From an optimization exercise on the open Yosys and OpenROAD flow, aimed at small area, a short achievable clock period and few clock cycles; shortcuts taken in it are not production practice.
Function was checked by simulation only, so behaviour that the tests miss may differ from the original.
Power and IR drop assume default switching activity.

== rev 12 ==
## cpu
module cpu(
    input clk,
    input rst,  
    output [9:0] imem_addr,    
    input [31:0] imem_rdata,   
    output [11:0] dmem_addr,   
    output [31:0] dmem_wdata,  
    output [3:0] dmem_wmask,   
    output dmem_we,            
    input [31:0] dmem_rdata,   
    output reg is_halted
);
==> module registers, before the edit <==
module registers (
    input clk,
    input rst,  
    input [3:0] ra,
    input [3:0] rb,
    input we,
    input [3:0] wa,
    input be_mid,  
    input be_hi,   
    input [31:0] wd,
    output [31:0] va,
    output [31:0] vb
);
    reg [31:0] regs [1:15];
    reg [15:1] valid;
    wire [15:0] vld = {valid, 1'b0};
    assign va = vld[ra] ? regs[ra] : 32'b0;
    assign vb = vld[rb] ? regs[rb] : 32'b0;
    always @(posedge clk or negedge rst) begin
        if (rst == 1'b0)
            valid <= 0;
        else if (we && wa != 0)
            valid[wa] <= 1'b1;
    end
    integer i;
    always @(posedge clk) begin
        for (i = 1; i < 16; i = i + 1) begin
            if (we && wa == i) begin
                regs[i][7:0] <= wd[7:0];
                if (be_mid || !valid[i]) regs[i][15:8] <= wd[15:8];
                if (be_hi || !valid[i]) regs[i][31:16] <= wd[31:16];
            end
        end
    end
endmodule
export LEC_CHECK = 0
export ABC_AREA = 1
export CAP_MARGIN = 20
export CORE_MARGIN = 2
export CORE_UTILIZATION = 45
export SLEW_MARGIN = 20
create_clock -name core_clock -period 110.0 [get_ports {clk}]
standard.sh (not shown) runs the stock make flow with config.mk's settings and CLKGATE_MAP_FILE= SYNTH_SCRIPT=/design/flow/synth_recipe.tcl, a recipe that flattens the netlist after the stock synthesis.
==> flow/flow/run.sh <==
#!/bin/bash
# The standard layout with two changes:
#  - synthesis maps the logic with an area-oriented ABC script (flow/abc.script)
#    in place of ORFS's; everything else in synthesis is the standard flow's own script
#    (synth_recipe.tcl), so the registers are the standard synthesis's;
#  - the input and output ports get buf_4 buffers.
set -euo pipefail
W=$PWD
F=$W/flow
# synth_recipe.tcl, with yosys's abc command wrapped to use flow/abc.script
# and no delay target
{
  cat <<TCL
proc abc {args} {
  set i [lsearch -exact \$args -script]
  if {\$i >= 0} { set args [lreplace \$args \$i [expr {\$i + 1}] -script $F/abc.script] }
  set i [lsearch -exact \$args -D]
  if {\$i >= 0} { set args [lreplace \$args \$i [expr {\$i + 1}]] }
  yosys abc {*}\$args
}
TCL
  cat "$W/synth_recipe.tcl"
} > "$W/flow_synth.tcl"
export BUFFER_PORTS_ARGS="-buffer_cell sky130_fd_sc_hd__buf_4"
bash "$W/standard.sh" SYNTH_SCRIPT="$W/flow_synth.tcl" finish > "$W/standard.log" 2>&1
==> flow/flow/abc.script <==
strash
&get -n
&dch
&nf -p -R 1000
&put
topo
stime -c
buffer -c
upsize -c
dnsize -c
Testbench counts of rev 12, summed over its fixed seeds: cycles 56,928.
Modified inputs, rev 13 compared to rev 12
-- flow/design.v --
<<< rev 12, line 76
    reg [15:1] valid;
    wire [15:0] vld = {valid, 1'b0};
    assign va = vld[ra] ? regs[ra] : 32'b0;
    assign vb = vld[rb] ? regs[rb] : 32'b0;
    always @(posedge clk or negedge rst) begin
        if (rst == 1'b0)
>>> rev 13, line 76
    reg [15:1] valid;
    wire [15:0] vld = {valid, 1'b0};
    reg [31:0] va_r, vb_r;
    integer j;
    always @(*) begin
        va_r = 0;
        vb_r = 0;
        for (j = 1; j < 16; j = j + 1) begin
            va_r = va_r | (regs[j] & {32{vld[j] && ra == j}});
            vb_r = vb_r | (regs[j] & {32{vld[j] && rb == j}});
        end
    end
    assign va = va_r;
    assign vb = vb_r;
    always @(posedge clk or negedge rst) begin
        if (rst == 1'b0)
## What came out
For post-synthesis xor/xnor area fraction, rev 12 and rev 13 come out practically identical.
The higher number of iterations in the first detailed-routing pass came out of rev 13.
Run comparison: rev 12 startpoint of the most critical setup path sd[3]; rev 13 startpoint of the most critical setup path z[10]
When rev 13 is set beside rev 12, its fmax turns out to be about 0.9% larger.
[compare] base=rev 12 new=rev 13: worst hold slack +17 ps; total wire length saw a decrease; setup slack +200 ps; internal power of the cells went up 0.0000040 W; post-placement cell area decreased 2.0%.
Relative to rev 12, the count of non-CTS buffers in the layout of rev 13 is lower by 5.1%.
Testbench counts of rev 13, summed over its fixed seeds: cycles 56,928.

afterwards: timing with drivers on the ports:
The results above use ideal ports. As a check the final layouts listed here were re-extracted and re-timed, cells and wires unchanged.
Step 1 assumes that a clkbuf_16 drives the clock port and a buf_2 every other input.
Step 2, shift: input delay + t, output delay - t, t = (earliest + latest rising clock arrival at the registers) / 2. This alone moves slack from input paths to output paths.
a / b / c = ideal / step 1 / step 2; a / b = the first two.
run | t, ns | setup slack, ns | hold slack, ns | worst data-port slew with drivers (ns) | pins driven straight from the clock port
rev 12 | 0.746 | 86.397 / 86.321 / 86.002 | 0.474 / 0.474 / 0.474 | 0.05 | 1
rev 13 | 0.736 | 86.600 / 86.525 / 86.062 | 0.490 / 0.490 / 0.490 | 0.06 | 1
After both steps every run listed still meets setup and hold. The setup slack of rev 13, which loses most, moves by -0.075 ns with the drivers and by -0.538 ns with both steps.
